From an optimization exercise on the open Yosys and OpenROAD flow, aimed at small area; shortcuts taken in it are not production practice. Function was checked by simulation only, so behaviour that the tests miss may differ from the original. Power and IR drop assume default switching activity.

<file path="flow/design.v">
module ALU(
    input  [31:0] val_A,
    input  [31:0] val_B,
    input  [2:0]  ALU_op,
    output logic [31:0] ALU_out,
    output logic [7:0]  ALU_flags
);
    logic [31:0] sum_result;
    logic [31:0] diff_result;
    logic        overflow_add, overflow_sub;
    logic        signed_ge, signed_lt, signed_gt, signed_le;
    always_comb begin
        sum_result = $signed(val_A) + $signed(val_B);
        diff_result = $signed(val_A) - $signed(val_B);
        overflow_add = (val_A[31] == val_B[31]) && (val_A[31] != sum_result[31]);
        overflow_sub = (val_A[31] != val_B[31]) && (val_A[31] != diff_result[31]);
        signed_ge = ($signed(val_A) >= $signed(val_B));
        signed_lt = ($signed(val_A) < $signed(val_B));
        signed_gt = ($signed(val_A) > $signed(val_B));
        signed_le = ($signed(val_A) <= $signed(val_B));
        case(ALU_op)
            3'b000: begin  
                ALU_out = sum_result;
                ALU_flags[4] = overflow_add;
            end
            3'b001: begin  
                ALU_out = diff_result;
                ALU_flags[4] = overflow_sub;
            end
            3'b010: begin  
                ALU_out = val_A & val_B;
                ALU_flags[4] = 1'b0;
            end
            3'b011: begin  
                ALU_out = val_A | val_B;
                ALU_flags[4] = 1'b0;
            end
            3'b100: begin  
                ALU_out = val_A ^ val_B;
                ALU_flags[4] = 1'b0;
            end
            3'b101: begin  
                ALU_out = ~val_A;
                ALU_flags[4] = 1'b0;
            end
            default: begin  
                ALU_out = 32'b0;
                ALU_flags[4] = 1'b0;
            end
        endcase
        ALU_flags[7] = ALU_out[31];                     
        ALU_flags[6] = (ALU_out == 32'b0);              
        ALU_flags[5] = 1'b0;                            
        ALU_flags[3] = signed_ge;                       
        ALU_flags[2] = signed_lt;                       
        ALU_flags[1] = signed_gt;                       
        ALU_flags[0] = signed_le;                       
    end
endmodule
module shifter(
    input  [31:0] shift_in,     
    input  [1:0]  shift_op,     
    input  [4:0]  shift_amt,    
    output logic [31:0] shift_out   
);
    logic [4:0] valid_shift_amt;
    logic [31:0] rotate_amount;
    assign valid_shift_amt = (shift_amt > 5'd31) ? 5'd31 : shift_amt;
    assign rotate_amount = 32 - valid_shift_amt;
    always_comb begin
        case (shift_op)
            2'b00: begin  
                shift_out = shift_in << valid_shift_amt;
            end
            2'b01: begin  
                shift_out = shift_in >> valid_shift_amt;
            end
            2'b10: begin  
                shift_out = $signed(shift_in) >>> valid_shift_amt;
            end
            2'b11: begin  
                if (valid_shift_amt == 5'd0) begin
                    shift_out = shift_in;   
                end else begin
                    shift_out = (shift_in >> valid_shift_amt) | 
                               (shift_in << rotate_amount);
                end
            end
            default: begin  
                shift_out = shift_in;
            end
        endcase
    end
endmodule
module status_reg_block(
    input  clk,
    input  rst_n,
    input         en_status,     
    input         status_rdy,    
    input  [31:0] status_in,     
    output logic [31:0] status_out   
);
    logic [31:0] status_reg;
    assign status_out = status_rdy ? status_in : status_reg;
    always_ff @(posedge clk or negedge rst_n) begin
        if (!rst_n) begin
            status_reg <= 32'b0;   
        end else if (en_status) begin
            status_reg <= status_in;
        end
    end
endmodule
module regfile(
    input  clk,
    input  [31:0] w_data1,
    input  [3:0]  w_addr1,
    input         w_en1,
    input  [31:0] w_data2,
    input  [3:0]  w_addr2,
    input         w_en2,
    input  [31:0] w_data_ldr,
    input  [3:0]  w_addr_ldr,
    input         w_en_ldr,
    input  [3:0]  A_addr,
    input  [3:0]  B_addr,
    input  [3:0]  shift_addr,
    input  [3:0]  str_addr,
    input  [3:0]  reg_addr,
    input  [1:0]  sel_pc,
    input         load_pc,
    input  [10:0] start_pc,
    input  [10:0] dp_pc,
    output logic [31:0] A_data,
    output logic [31:0] B_data,
    output logic [31:0] shift_data,
    output logic [31:0] str_data,
    output logic [10:0] pc_out,
    output logic [31:0] reg_output
);
    logic [31:0] registers[1:15];   
    logic [10:0] pc_in;
    assign A_data      = (A_addr == 4'd0)     ? 32'b0 : registers[A_addr];
    assign B_data      = (B_addr == 4'd0)     ? 32'b0 : registers[B_addr];
    assign shift_data  = (shift_addr == 4'd0) ? 32'b0 : registers[shift_addr];
    assign str_data    = (str_addr == 4'd0)   ? 32'b0 : registers[str_addr];
    assign reg_output  = (reg_addr == 4'd0)   ? 32'b0 : registers[reg_addr];
    assign pc_out      = registers[4'd15][10:0];   
    assign pc_in       = pc_out + 1'b1;
    always_ff @(posedge clk) begin
        if (w_en1 && w_addr1 != 4'd0) begin
            registers[w_addr1] <= w_data1;
        end else if (w_en2 && w_addr2 != 4'd0) begin
            registers[w_addr2] <= w_data2;
        end else if (w_en_ldr && w_addr_ldr != 4'd0) begin
            registers[w_addr_ldr] <= w_data_ldr;
        end
        if (load_pc) begin
            case (sel_pc)
                2'b01: registers[4'd15] <= {21'b0, start_pc};
                2'b11: registers[4'd15] <= {21'b0, dp_pc};
                default: registers[4'd15] <= {21'b0, pc_in};
            endcase
        end
    end
endmodule
module idecoder(
    input  [31:0] instr,      
    output logic [3:0]  cond,       
    output logic [6:0]  opcode,     
    output logic        en_status,  
    output logic [3:0]  rn,         
    output logic [3:0]  rd,         
    output logic [3:0]  rs,         
    output logic [3:0]  rm,         
    output logic [1:0]  shift_op,   
    output logic [4:0]  imm5,       
    output logic [11:0] imm12,      
    output logic [23:0] imm24,      
    output logic        P,          
    output logic        U,          
    output logic        W           
);
    logic type_I;    
    logic type_RS;   
    assign cond = instr[31:28];       
    assign type_I = instr[25];        
    assign P = instr[24];             
    assign U = instr[23];             
    assign W = instr[21];             
    assign en_status = instr[20];     
    assign rn = instr[19:16];         
    assign rd = instr[15:12];         
    assign rs = instr[11:8];          
    assign rm = instr[3:0];           
    assign shift_op = instr[6:5];     
    assign imm5 = instr[11:7];        
    assign imm12 = instr[11:0];       
    assign imm24 = instr[23:0];       
    assign type_RS = ~type_I & (instr[4] == 1'b1);
    always_comb begin
        case (instr[27:26])
            2'b00: begin  
                if (instr[27:21] == 7'b0011001) begin  
                    opcode = 7'b0000000;
                end else if (instr[27:21] == 7'b0001000) begin  
                    opcode = 7'b0000001;
                end else if (instr[27:21] == 7'b0001001) begin  
                    if (instr[5] == 1'b0) begin   
                        opcode = 7'b1001001;
                    end else begin               
                        opcode = 7'b1001101;
                    end
                end else begin
                    if (type_I) begin
                        case (instr[24:21])
                            4'b0100: opcode = 7'b0000100;  
                            4'b0010: opcode = 7'b0001001;  
                            4'b1010: opcode = 7'b0001010;  
                            4'b0000: opcode = 7'b0001011;  
                            4'b1100: opcode = 7'b0001100;  
                            4'b0001: opcode = 7'b0001101;  
                            4'b1101: opcode = 7'b0000000;  
                            default: opcode = 7'b0000001;  
                        endcase
                    end else if (type_RS) begin
                        case (instr[24:21])
                            4'b0100: opcode = 7'b0111000;  
                            4'b0010: opcode = 7'b0111001;  
                            4'b1010: opcode = 7'b0111010;  
                            4'b0000: opcode = 7'b0111011;  
                            4'b1100: opcode = 7'b0111100;  
                            4'b0001: opcode = 7'b0111101;  
                            4'b1101: opcode = 7'b0110000;  
                            default: opcode = 7'b0000001;  
                        endcase
                    end else begin
                        case (instr[24:21])
                            4'b0100: opcode = 7'b0011000;  
                            4'b0010: opcode = 7'b0011001;  
                            4'b1010: opcode = 7'b0011010;  
                            4'b0000: opcode = 7'b0011011;  
                            4'b1100: opcode = 7'b0011100;  
                            4'b0001: opcode = 7'b0011101;  
                            4'b1101: opcode = 7'b0010000;  
                            default: opcode = 7'b0000001;  
                        endcase
                    end
                end
            end
            2'b01: begin  
                if (instr[20] == 1'b1) begin  
                    if (instr[25] == 1'b0) begin  
                        if (instr[19:16] == 4'b1111) begin  
                            opcode = 7'b1000000;
                        end else begin  
                            opcode = 7'b1100000;
                        end
                    end else begin  
                        opcode = 7'b1101000;
                    end
                end else begin  
                    if (instr[25] == 1'b0) begin  
                        opcode = 7'b1110000;
                    end else begin  
                        opcode = 7'b1111000;
                    end
                end
            end
            2'b10: begin  
                if (instr[25:24] == 2'b10) begin  
                    opcode = 7'b1001000;
                end else begin  
                    opcode = 7'b1001100;
                end
            end
            default: begin  
                opcode = 7'b0000001;  
            end
        endcase
    end
endmodule
module controller(
    input  clk,
    input  rst_n,
    input  [6:0]  opcode,
    input  [31:0] status_reg,
    input  [3:0]  cond,
    input         P,
    input         U,
    input         W,
    input         en_status_decode,
    output logic         waiting,
    output logic         w_en1,
    output logic         w_en2,
    output logic         w_en_ldr,
    output logic         sel_load_LR,
    output logic [1:0]   sel_A_in,
    output logic [1:0]   sel_B_in,
    output logic [1:0]   sel_shift_in,
    output logic         en_A,
    output logic         en_B,
    output logic         en_C,
    output logic         en_S,
    output logic         sel_A,
    output logic         sel_B,
    output logic         sel_post_indexing,
    output logic [2:0]   ALU_op,
    output logic         en_status,
    output logic         status_rdy,
    output logic         load_ir,
    output logic         load_pc,
    output logic [1:0]   sel_pc,
    output logic         ram_w_en1,
    output logic         ram_w_en2
);
    localparam [3:0] RESET = 4'd0;
    localparam [3:0] FETCH = 4'd1;
    localparam [3:0] FETCH_WAIT = 4'd2;
    localparam [3:0] DECODE = 4'd3;
    localparam [3:0] EXECUTE = 4'd4;
    localparam [3:0] MEMORY_INCREMENT_PC = 4'd5;
    localparam [3:0] MEMORY_WAIT = 4'd6;
    localparam [3:0] WRITE_BACK = 4'd7;
    localparam [3:0] LOAD_PC_START = 4'd8;
    localparam [6:0] NOP = 7'b0000000;
    localparam [6:0] HLT = 7'b0000001;
    localparam [6:0] MOV_I = 7'b0001000;
    localparam [3:0] CMP = 4'b1010;
    localparam [2:0] ALU_ADD = 3'b000;
    localparam [2:0] ALU_SUB = 3'b001;
    localparam [2:0] ALU_AND = 3'b010;
    localparam [2:0] ALU_ORR = 3'b011;
    localparam [2:0] ALU_XOR = 3'b100;
    logic N, Z, C, V;
    assign N = status_reg[31];
    assign Z = status_reg[30];
    assign C = status_reg[29];
    assign V = status_reg[28];
    logic [3:0] state;
    always_ff @(posedge clk or negedge rst_n) begin
        if (!rst_n) begin
            state <= RESET;
        end else begin
            case (state)
                RESET: begin
                    state <= LOAD_PC_START;
                end
                LOAD_PC_START: begin
                    state <= FETCH;
                end
                FETCH: begin
                    state <= FETCH_WAIT;
                end
                FETCH_WAIT: begin
                    state <= DECODE;
                end
                DECODE: begin
                    state <= EXECUTE;
                end
                EXECUTE: begin
                    state <= MEMORY_INCREMENT_PC;
                end
                MEMORY_INCREMENT_PC: begin
                    state <= MEMORY_WAIT;
                end
                MEMORY_WAIT: begin
                    state <= WRITE_BACK;
                end
                WRITE_BACK: begin
                    state <= FETCH;
                end
                default: begin
                    state <= RESET;
                end
            endcase
        end
    end
    always_comb begin
        waiting = 1'b1;
        w_en1 = 1'b0;
        w_en2 = 1'b0;
        w_en_ldr = 1'b0;
        sel_load_LR = 1'b0;
        sel_A_in = 2'b00;
        sel_B_in = 2'b00;
        sel_shift_in = 2'b00;
        en_A = 1'b0;
        en_B = 1'b0;
        en_C = 1'b0;
        en_S = 1'b0;
        sel_A = 1'b0;
        sel_B = 1'b0;
        sel_post_indexing = 1'b0;
        ALU_op = ALU_ADD;
        en_status = 1'b0;
        status_rdy = 1'b0;
        load_ir = 1'b0;
        load_pc = 1'b0;
        sel_pc = 2'b00;
        ram_w_en1 = 1'b0;
        ram_w_en2 = 1'b0;
        case (state)
            RESET: begin
                waiting = 1'b1;
            end
            LOAD_PC_START: begin
                waiting = 1'b1;
                load_pc = 1'b1;
                sel_pc = 2'b01;
            end
            FETCH: begin
                waiting = 1'b1;
            end
            FETCH_WAIT: begin
                waiting = 1'b1;
            end
            DECODE: begin
                waiting = 1'b1;
                load_ir = 1'b1;
            end
            EXECUTE: begin
                waiting = 1'b1;
                if (opcode[6] == 1'b0 && cond != 4'b1111) begin
                    if (opcode[3]) begin
                        en_A = 1'b1;
                    end
                    if (opcode[4]) begin
                        en_B = 1'b1;
                    end
                    en_S = 1'b1;
                    if (opcode[4]) begin
                        sel_shift_in = 2'b00;
                    end else begin
                        sel_shift_in = 2'b00;
                    end
                end 
                else if (opcode[6:5] == 2'b11 || opcode[6:3] == 4'b1000) begin
                    if (opcode[3] == 1'b0) begin
                        if (opcode[6:4] == 3'b100) begin  
                            sel_A_in = 2'b11;  
                        end
                        sel_B_in = 2'b00;  
                        en_A = 1'b1;
                        en_B = 1'b0;
                        en_S = 1'b0;
                        sel_shift_in = 2'b00;
                    end 
                    else begin
                        sel_A_in = 2'b00;  
                        sel_B_in = 2'b00;  
                        en_A = 1'b1;
                        en_B = 1'b1;
                        en_S = 1'b1;
                        sel_shift_in = 2'b00;
                    end
                end 
                else if (opcode[6:3] == 4'b1001) begin
                    en_A = 1'b0;
                    if (opcode[1]) begin
                        en_B = 1'b1;
                    end
                    en_S = 1'b1;
                    sel_shift_in = 2'b11;
                end
            end
            MEMORY_INCREMENT_PC: begin
                waiting = 1'b1;
                en_C = 1'b1;
                if (opcode[6] == 1'b0 && cond != 4'b1111) begin
                    sel_pc = 2'b00;
                    load_pc = 1'b1;
                    case (opcode[2:0])
                        3'b000: ALU_op = ALU_ADD;
                        3'b001: ALU_op = ALU_SUB;
                        3'b010: ALU_op = ALU_AND;
                        3'b011: ALU_op = ALU_ORR;
                        3'b100: ALU_op = ALU_XOR;
                        default: ALU_op = ALU_ADD;
                    endcase
                    if (opcode[3] == 1'b0) begin
                        sel_A = 1'b1;
                    end
                    if (opcode[4] == 1'b0) begin
                        sel_B = 1'b1;
                    end
                    sel_post_indexing = 1'b0;
                    sel_load_LR = 1'b0;
                    en_status = en_status_decode;
                    if (opcode[3:0] != CMP) begin
                        w_en1 = 1'b1;
                    end
                    ram_w_en2 = 1'b0;
                end 
                else if (opcode[6:5] == 2'b11 || opcode[6:3] == 4'b1000) begin
                    sel_pc = 2'b00;
                    load_pc = 1'b1;
                    if (U == 1'b0) begin
                        ALU_op = ALU_SUB;
                    end else begin
                        ALU_op = ALU_ADD;
                    end
                    sel_A = 1'b0;  
                    sel_post_indexing = ~P;
                    if (opcode[3] == 1'b1) begin
                        sel_B = 1'b0;  
                    end else begin
                        sel_B = 1'b1;  
                    end
                    sel_load_LR = 1'b0;
                    en_status = en_status_decode;
                    w_en1 = 1'b0;
                    w_en2 = ~P | W;
                    if (opcode[4] == 1'b1) begin  
                        ram_w_en2 = 1'b1;
                    end else begin  
                        ram_w_en2 = 1'b0;
                    end
                end 
                else if (opcode[6:3] == 4'b1001) begin
                    if ((cond == 4'b0000 && Z) || 
                        (cond == 4'b0001 && ~Z) || 
                        (cond == 4'b0010 && C) || 
                        (cond == 4'b0011 && ~C) || 
                        (cond == 4'b0100 && N) || 
                        (cond == 4'b0101 && ~N) || 
                        (cond == 4'b0110 && V) || 
                        (cond == 4'b0111 && ~V) || 
                        (cond == 4'b1000 && C && ~Z) || 
                        (cond == 4'b1001 && (~C || Z)) || 
                        (cond == 4'b1010 && (N == V)) || 
                        (cond == 4'b1011 && (N != V)) || 
                        (cond == 4'b1100 && (~Z && (N == V))) || 
                        (cond == 4'b1101 && (Z || (N != V))) || 
                        (cond == 4'b1110)) begin
                        sel_pc = 2'b11;
                        load_pc = 1'b1;
                    end else begin
                        sel_pc = 2'b00;
                        load_pc = 1'b1;
                    end
                    if (opcode[2] == 1'b1) begin
                        w_en1 = 1'b1;
                        sel_load_LR = 1'b0;
                    end
                    ALU_op = ALU_ADD;
                    sel_A = 1'b1;
                    if (opcode[1] == 1'b1) begin
                        sel_B = 1'b0;
                    end else begin
                        sel_B = 1'b1;
                    end
                    sel_post_indexing = 1'b0;
                    en_status = 1'b0;
                end
            end
            MEMORY_WAIT: begin
                waiting = 1'b1;
                status_rdy = 1'b1;
            end
            WRITE_BACK: begin
                waiting = 1'b1;
                if (opcode[6:4] == 3'b110 || opcode[6:3] == 4'b1000) begin
                    w_en_ldr = 1'b1;
                end
            end
            default: begin
                waiting = 1'b1;
            end
        endcase
    end
endmodule
module datapath(
    input  clk,
    input  rst_n,
    input  [3:0]  w_addr1,
    input         w_en1,
    input  [3:0]  w_addr2,
    input         w_en2,
    input  [3:0]  w_addr_ldr,
    input         w_en_ldr,
    input  [31:0] w_data_ldr,
    input  [3:0]  A_addr,
    input  [3:0]  B_addr,
    input  [3:0]  shift_addr,
    input  [3:0]  str_addr,
    input  [3:0]  reg_addr,       
    input  [1:0]  sel_pc,
    input         load_pc,
    input  [10:0] start_pc,
    input  [1:0]  sel_A_in,
    input  [1:0]  sel_B_in,
    input  [1:0]  sel_shift_in,
    input         en_A,
    input         en_B,
    input         en_S,
    input  [31:0] shift_imme,
    input         sel_shift,
    input  [1:0]  shift_op,
    input         sel_A,
    input         sel_B,
    input         sel_post_indexing,
    input  [31:0] imme_data,
    input  [2:0]  ALU_op,
    input         en_status,
    input         status_rdy,
    input  [31:0] LR_in,
    input         sel_load_LR,
    output logic [31:0] datapath_out,
    output logic [31:0] status_out,
    output logic [31:0] str_data,
    output logic [10:0] PC,
    output logic [31:0] reg_output
);  
    logic [31:0] A_data, B_data, shift_data, str_data_rf;
    logic [10:0] pc_out;
    logic [31:0] reg_output_rf;
    logic [31:0] shift_out;
    logic [31:0] val_A, val_B, ALU_out, shift_amt, status_in;
    logic [7:0]  ALU_flags;
    logic [31:0] A_in, B_in, shift_in;
    logic [31:0] A_reg, B_reg, S_reg, status_out_reg;
    logic [31:0] w_data1;
    logic [3:0]  w_addr1_in;
    assign PC = pc_out;
    assign reg_output = reg_output_rf;
    assign status_out = status_out_reg;
    assign str_data = str_data_rf;
    regfile regfile(
        .clk(clk),
        .w_data1(w_data1),
        .w_addr1(w_addr1_in),
        .w_en1(w_en1),
        .w_data2(ALU_out),
        .w_addr2(w_addr2),
        .w_en2(w_en2),
        .w_data_ldr(w_data_ldr),
        .w_addr_ldr(w_addr_ldr),
        .w_en_ldr(w_en_ldr),
        .sel_pc(sel_pc),
        .load_pc(load_pc),
        .start_pc(start_pc),
        .dp_pc(ALU_out[10:0]),
        .A_addr(A_addr),
        .B_addr(B_addr),
        .shift_addr(shift_addr),
        .str_addr(str_addr),
        .A_data(A_data),
        .B_data(B_data),
        .shift_data(shift_data),
        .str_data(str_data_rf),
        .pc_out(pc_out),
        .reg_output(reg_output_rf),
        .reg_addr(reg_addr)
    );
    shifter shifter(
        .shift_in(B_reg),
        .shift_op(shift_op),
        .shift_amt(S_reg[4:0]),
        .shift_out(shift_out)
    );
    ALU alu(
        .val_A(val_A),
        .val_B(val_B),
        .ALU_op(ALU_op),
        .ALU_out(ALU_out),
        .ALU_flags(ALU_flags)
    );
    status_reg_block status_reg(
        .clk(clk),
        .rst_n(rst_n),
        .en_status(en_status),
        .status_rdy(status_rdy),
        .status_in(status_in),
        .status_out(status_out_reg)
    );
    assign status_in = {24'b0, ALU_flags};
    assign datapath_out = sel_post_indexing ? val_A : ALU_out;
    assign w_data1 = sel_load_LR ? LR_in : ALU_out;
    assign w_addr1_in = sel_load_LR ? 4'd14 : w_addr1;   
    assign val_A = sel_A ? 32'b0 : A_reg;
    assign val_B = sel_B ? imme_data : shift_out; 
    assign shift_amt = sel_shift ? shift_in : shift_imme;
    always_comb begin
        case (sel_A_in)
            2'b00: A_in = A_data;         
            2'b01: A_in = ALU_out;        
            2'b11: A_in = {21'b0, pc_out};  
            default: A_in = A_data;
        endcase
    end
    always_comb begin
        case (sel_B_in)
            2'b00: B_in = B_data;         
            2'b01: B_in = ALU_out;        
            2'b11: B_in = val_B;          
            default: B_in = B_data;
        endcase
    end
    always_comb begin
        case (sel_shift_in)
            2'b00: shift_in = shift_data;  
            2'b01: shift_in = ALU_out;     
            2'b11: shift_in = 32'b0;       
            default: shift_in = shift_data;
        endcase
    end
    always_ff @(posedge clk or negedge rst_n) begin
        if (!rst_n) begin
            A_reg <= 32'b0;
        end else if (en_A) begin
            A_reg <= A_in;
        end
    end
    always_ff @(posedge clk or negedge rst_n) begin
        if (!rst_n) begin
            B_reg <= 32'b0;
        end else if (en_B) begin
            B_reg <= B_in;
        end
    end
    always_ff @(posedge clk or negedge rst_n) begin
        if (!rst_n) begin
            S_reg <= 32'b0;
        end else if (en_S) begin
            S_reg <= shift_amt;
        end
    end
endmodule
module cpu (
    input  clk,
    input  rst_n,
    input  [31:0] instr,
    input  [31:0] ram_data2,
    input  [10:0] start_pc,
    input  [3:0]  reg_addr,   
    output logic         waiting,
    output logic         ram_w_en1,
    output logic         ram_w_en2,
    output logic [10:0]  ram_addr2,
    output logic [31:0]  ram_in2,
    output logic [31:0]  status_out,
    output logic [31:0]  datapath_out,
    output logic [10:0]  pc_out,
    output logic [31:0]  reg_output
);
    logic [31:0] instr_reg;
    logic [3:0]  cond;            
    logic [6:0]  opcode;          
    logic        en_status_decode;  
    logic [3:0]  rn, rd, rs, rm;  
    logic [1:0]  shift_op;        
    logic [4:0]  imm5;            
    logic [11:0] imm12;           
    logic [23:0] imm24;           
    logic        P, U, W;         
    logic [3:0] rt;
    assign rt = rd;
    logic [31:0] status_out_dp;
    logic [31:0] datapath_out_dp;
    logic [31:0] str_data_dp;
    logic [10:0] pc_out_dp;
    logic [31:0] reg_output_dp;
    logic        waiting_ctrl;
    logic        w_en1, w_en2, w_en_ldr, sel_load_LR;
    logic [1:0]  sel_A_in, sel_B_in, sel_shift_in;
    logic        en_A, en_B, en_C, en_S;
    logic        sel_A, sel_B, sel_post_indexing;
    logic [2:0]  ALU_op;
    logic        en_status, status_rdy_ctrl;
    logic        load_ir, load_pc_ctrl;
    logic [1:0]  sel_pc_ctrl;
    logic        ram_w_en1_ctrl, ram_w_en2_ctrl;
    assign waiting = waiting_ctrl;
    assign status_out = status_out_dp;
    assign datapath_out = datapath_out_dp;
    assign pc_out = pc_out_dp;
    assign reg_output = reg_output_dp;
    assign ram_addr2 = datapath_out_dp[10:0];
    assign ram_in2 = str_data_dp;
    assign ram_w_en1 = ram_w_en1_ctrl;
    assign ram_w_en2 = ram_w_en2_ctrl;
    idecoder idecoder(
        .instr(instr_reg),
        .cond(cond),
        .opcode(opcode),
        .en_status(en_status_decode),
        .rn(rn),
        .rd(rd),
        .rs(rs),
        .rm(rm),
        .shift_op(shift_op),
        .imm5(imm5),
        .imm12(imm12),
        .imm24(imm24),
        .P(P),
        .U(U),
        .W(W)
    );
    datapath datapath(
        .clk(clk),
        .rst_n(rst_n),
        .LR_in(ram_data2),
        .sel_load_LR(sel_load_LR),
        .w_addr1(rd),
        .w_en1(w_en1),
        .w_addr2(rn),
        .w_en2(w_en2),
        .w_addr_ldr(rt),            
        .w_en_ldr(w_en_ldr),
        .w_data_ldr(ram_data2),     
        .A_addr(rn),
        .B_addr(rm),
        .shift_addr(rs),
        .str_addr(rt),
        .reg_addr(reg_addr),        
        .sel_pc(sel_pc_ctrl),
        .load_pc(load_pc_ctrl),
        .start_pc(start_pc),
        .sel_A_in(sel_A_in),
        .sel_B_in(sel_B_in),
        .sel_shift_in(sel_shift_in),
        .en_A(en_A),
        .en_B(en_B),
        .en_S(en_S),
        .shift_imme({27'd0, imm5}),
        .sel_shift(1'b0),           
        .shift_op(shift_op),
        .sel_A(sel_A),
        .sel_B(sel_B),
        .sel_post_indexing(sel_post_indexing),
        .imme_data({20'd0, imm12}),
        .ALU_op(ALU_op),
        .en_status(en_status),
        .status_rdy(status_rdy_ctrl),
        .datapath_out(datapath_out_dp),
        .status_out(status_out_dp),
        .str_data(str_data_dp),
        .PC(pc_out_dp),
        .reg_output(reg_output_dp)
    );
    controller controller(
        .clk(clk),
        .rst_n(rst_n),
        .opcode(opcode),
        .status_reg(status_out_dp),
        .cond(cond),
        .P(P),
        .U(U),
        .W(W),
        .en_status_decode(en_status_decode),
        .waiting(waiting_ctrl),
        .w_en1(w_en1),
        .w_en2(w_en2),
        .w_en_ldr(w_en_ldr),
        .sel_load_LR(sel_load_LR),
        .sel_A_in(sel_A_in),
        .sel_B_in(sel_B_in),
        .sel_shift_in(sel_shift_in),
        .en_A(en_A),
        .en_B(en_B),
        .en_C(en_C),
        .en_S(en_S),
        .sel_A(sel_A),
        .sel_B(sel_B),
        .sel_post_indexing(sel_post_indexing),
        .ALU_op(ALU_op),
        .en_status(en_status),
        .status_rdy(status_rdy_ctrl),
        .load_ir(load_ir),
        .load_pc(load_pc_ctrl),
        .sel_pc(sel_pc_ctrl),
        .ram_w_en1(ram_w_en1_ctrl),
        .ram_w_en2(ram_w_en2_ctrl)
    );
    always_ff @(posedge clk or negedge rst_n) begin
        if (!rst_n) begin
            instr_reg <= 32'b0;
        end else if (load_ir) begin
            instr_reg <= instr;
        end
    end
endmodule
</file>
<file path="flow/run.sh">
#!/bin/bash
# synth_recipe.tcl (not shown) runs the flow's synth.tcl, then flattens the netlist and writes it again
# the make line also repeats each setting of config.mk as NAME=value (left out here)
make -C /OpenROAD-flow-scripts/flow DESIGN_CONFIG=/design/flow/config.mk WORK_HOME=/design/flow/orfs CLKGATE_MAP_FILE= SYNTH_SCRIPT=/design/flow/synth_recipe.tcl finish
</file>
<file path="flow/config.mk">
export PLATFORM = sky130hd
export DESIGN_NAME = cpu
export DESIGN_NICKNAME = cpu
export VERILOG_FILES = /design/flow/design.v
export SDC_FILE = /design/flow/constraint.sdc
export NUM_CORES = 4
export LEC_CHECK = 0
export CAP_MARGIN = 40
export CORE_MARGIN = 2
export CORE_UTILIZATION = 40
export SLEW_MARGIN = 20
</file>
<file path="flow/constraint.sdc">
create_clock -name core_clock -period 12.0 [get_ports {clk}]
set_input_delay 2.4000 -clock core_clock [delete_from_list [all_inputs] [get_ports {clk}]]
set_output_delay 2.4000 -clock core_clock [all_outputs]
set_load 0.01 [all_outputs]
</file>
==> summary.txt <==
Vias/cell roughly 6.8; clock slew at reported path FFs ~0.060 ns; worst endpoint data arrival time just over 9 ns; Clock Tree Buf Depth 3; drt first pass iters 7; max_cap viols 0; asr flop ratio synth 0.1892; synth top area cells edfxtp_1, mux4_2, dfrtp_1, mux2i_1, mux2_2; worst r2r path cells 25; Placed Cells 6,081; max-slew violations 0; vias post-DR between 40,000 and 50,000; Synth Instances between 4,000 and 5,000; fin cells 6,222; CTS Buf Count 72; post-route ant nets 0; layout cell share with drive strength beyond 1 0.2177; Final Skew between 0.03 and 0.04 ns; Mean Syn Cell Area around 11 um^2; Largest register FFs 480; vias in the first global route 40,050; grt ovf 0; Residual DRC 0; Largest Register datapath.regfile.registers; Layout area overhead 14.09%; routability cong. around 1.1; RSZ-0062 raised after global routing no; Max IR drop VDD roughly 0.00013 V; Post-synth EDFFs ~460; max_slew headroom 0.3068; Port Buffer Count 206; endpoints failing hold 0; clock tree sinks approximately 600; Startpoint Class register; critical path peak fanout 37; CTS Root Buffer Type clkbuf_16; Placement Cell Area 52,220 um^2; register bit total from synthesis 592; min Tclk post-route about 12 ns; Wirelength per Cell between 30 and 40 um; Initial DRC Count between 6,000 and 7,000; Final Util 0.4587; CP required 9.60 ns; initial antenna violation count 11; chip height approximately 350 um; pwr dens ~190 nW/um^2; TNS Setup 0 ns; worst hold path type register to register; Main synth FF type edfxtp_1; cell area after layout 54,810 um^2; top-count cell post-synth edfxtp_1; DP HPWL between 100 and 150 mm; leading area contributor after synthesis edfxtp_1; Core Box Area around 120,000 um^2; Synth top cells by count edfxtp_1, nand2_1, mux4_2; Hold Buf Count CTS 0; TritonCTS clock tree yes; die area 122,900 um^2; Reg area approximately 17,000 um^2; WL final 208.3 mm; H-Tree Depth 3; Total Routing Usage GR 0.3338; Hold Path Depth 2; Final nets around 4,700; first-pass GRT wire length 295.1 mm; Crit Path Class register to output port; Peak Freq 0.08579 GHz; Slew @ Worst Pin roughly 1.0 ns; post-synthesis cell type count approximately 120; crit end category output port; LEAKAGE roughly 0.02 uW; number of setup violations in the final report 0; final total power roughly 10,000 uW; Synth top area share 0.2869; initial core utilization 0.4021; yosys warns 8; # rows approximately 130; area of the mapped netlist just under 50,000 um^2; multi-input gate area in the final layout roughly 29,000 um^2; Die W roughly 350 um; fillers 11,050; Seq/Total Area, Yosys 0.3540; worst skew pair latency between 0.6 and 0.7 ns; crit share post-route 0.9714; IO Pins about 230; status finished clean; largest net degree at the start of global routing approximately 120
[where the power goes]
group | switching (uW) | internal [uW] | leakage (uW) | total [uW]
combinational | 3250 | 1760 | 0.0129 | 5010
clock | 949 | 1370 | 0.00121 | 2320
sequential | 256 | 2800 | 0.00569 | 3060
[layout by cell type, fill, tap and decap left out, types with 51 or more instances in the layout]
cell	instances
nand3_1	56
a21oi_1	292
ha_1	115
nor2_1	382
a21o_1	51
nand2_1	425
clkdlybuf4s50_1	201
edfxtp_1	459
mux2i_1	247
dfrtp_1	97
buf_4	171
a22oi_1	80
mux4_2	417
o21ai_0	247
mux2_2	147
o211ai_1	80
clkbuf_16	74
a211oi_1	170
inv_1	103
[path summary, 6_finish.rpt]
check,from,end,slack (ns)
min in group asynchronous,rst_n,datapath.status_reg.status_reg[3],1.73
hold / removal,datapath.A_reg[20],datapath.A_reg[20],0.48
max in group asynchronous,rst_n,instr_reg[12],9.17
hold reg to reg,datapath.A_reg[20],datapath.A_reg[20],0.48
setup reg to reg,datapath.S_reg[1],datapath.regfile.registers[8][31],3.94
setup / recovery,datapath.S_reg[1],status_out[6],0.34
[worst max-delay path, stage by stage (launching register included)]
cell and delay (ns):
dfrtp_4 0.67, nor3_1 0.38, nand2_1 0.20, inv_1 0.14
ha_1 0.34, nand2b_1 0.47, nor2_2 0.46, nand2_1 0.21
o21ai_0 0.23, a21oi_1 0.10, o31ai_1 0.38, buf_4 0.21
ha_1 0.31, nor3_1 0.14, o31ai_1 0.48, nand3_1 0.22
a211o_1 0.34, o22ai_1 0.22, o31ai_1 0.13, xnor2_1 0.16
o221ai_1 0.23, a2111oi_0 0.64, buf_4 0.23, nand4_1 0.14
or4_1 0.61, o21ai_1 0.28, clkdlybuf4s50_1 0.61
[metrics by stage]
step                hold WS [ns]  setup slack, ns
finish                    0.4809           0.3438
global route              0.5029          0.04703
global placement          0.4621           0.9636
floorplan                 0.4497            2.886
CTS                       0.4842          0.08355
detailed placement        0.4699           0.7786
[per-layer routing]
layer | global-route usage | wire [um] | vias up
li1 | - | - | 17620
met1 | 0.4390 | 77780 | 21190
met2 | 0.5057 | 91720 | 3014
met3 | 0.08334 | 25340 | 610
met4 | 0.1825 | 13400 | 12
met5 | 0 | 82 | -
[cells by family (layout without fill, tap and decap cells)]
family / Yosys count / count (layout) / synth area share
buffers and inverters: 569 / 654 / 0.05018
xor gates and xnor gates: 37 / 37 / 0.006745
and+or+nand+nor: 1104 / 1104 / 0.1002
muxes: 811 / 811 / 0.2814
AOI/OAI and AO/OA: 1264 / 1264 / 0.1763
DFF: 592 / 592 / 0.3540
other: 2 / 30 / 0.0001563
adders and majority gates: 118 / 118 / 0.03099
[area by class of cell]
| class | instances | share of cell area |
|---|---|---|
| diodes | 3 | 0.0001370 |
| clock buffers | 95 | 0.03632 |
| clock inverters | 35 | 0.008606 |
| inverters | 110 | 0.007533 |
| multi-input cells | 3361 | 0.5294 |
| flip-flops and latches | 592 | 0.3111 |
| well taps | 1612 | 0.03680 |
| repair buffers | 414 | 0.07010 |
[timing repair]
item,in CTS,in global routing
hold endpoints to repair,0,0
resized for setup,0,5
buffers inserted,0,0
endpoints found under the setup margin,0,4

[port drivers added, routing unchanged]
The results above use ideal ports. As a check the final layout listed here was re-extracted and re-timed, cells and wires unchanged.
Step 1: set_driving_cell puts a clkbuf_16 on clk and a buf_2 on each other input, an assumption about the parent block.
Step 2 adds t to the input delays and takes it off the output delays; t is the mean of the earliest and latest rising clock arrival at the registers after step 1. Input paths then give back, and output paths get back, about the clock's delay inside the block.
Slacks: no drivers / after step 1 / after step 2; pairs: no drivers / after step 1.
t, ns: 0.738
setup WS [ns]: 0.344 / 0.261 / 0.999
hold slack, ns: 0.481 / 0.481 / 0.481
worst register clock-pin slew, ns: 0.07 / 0.07
cell pins on the clock port's net: 1
After both steps setup and hold are still met in this run. For this run, drivers alone change the setup slack by -0.083 ns; drivers and shift together by +0.655 ns.
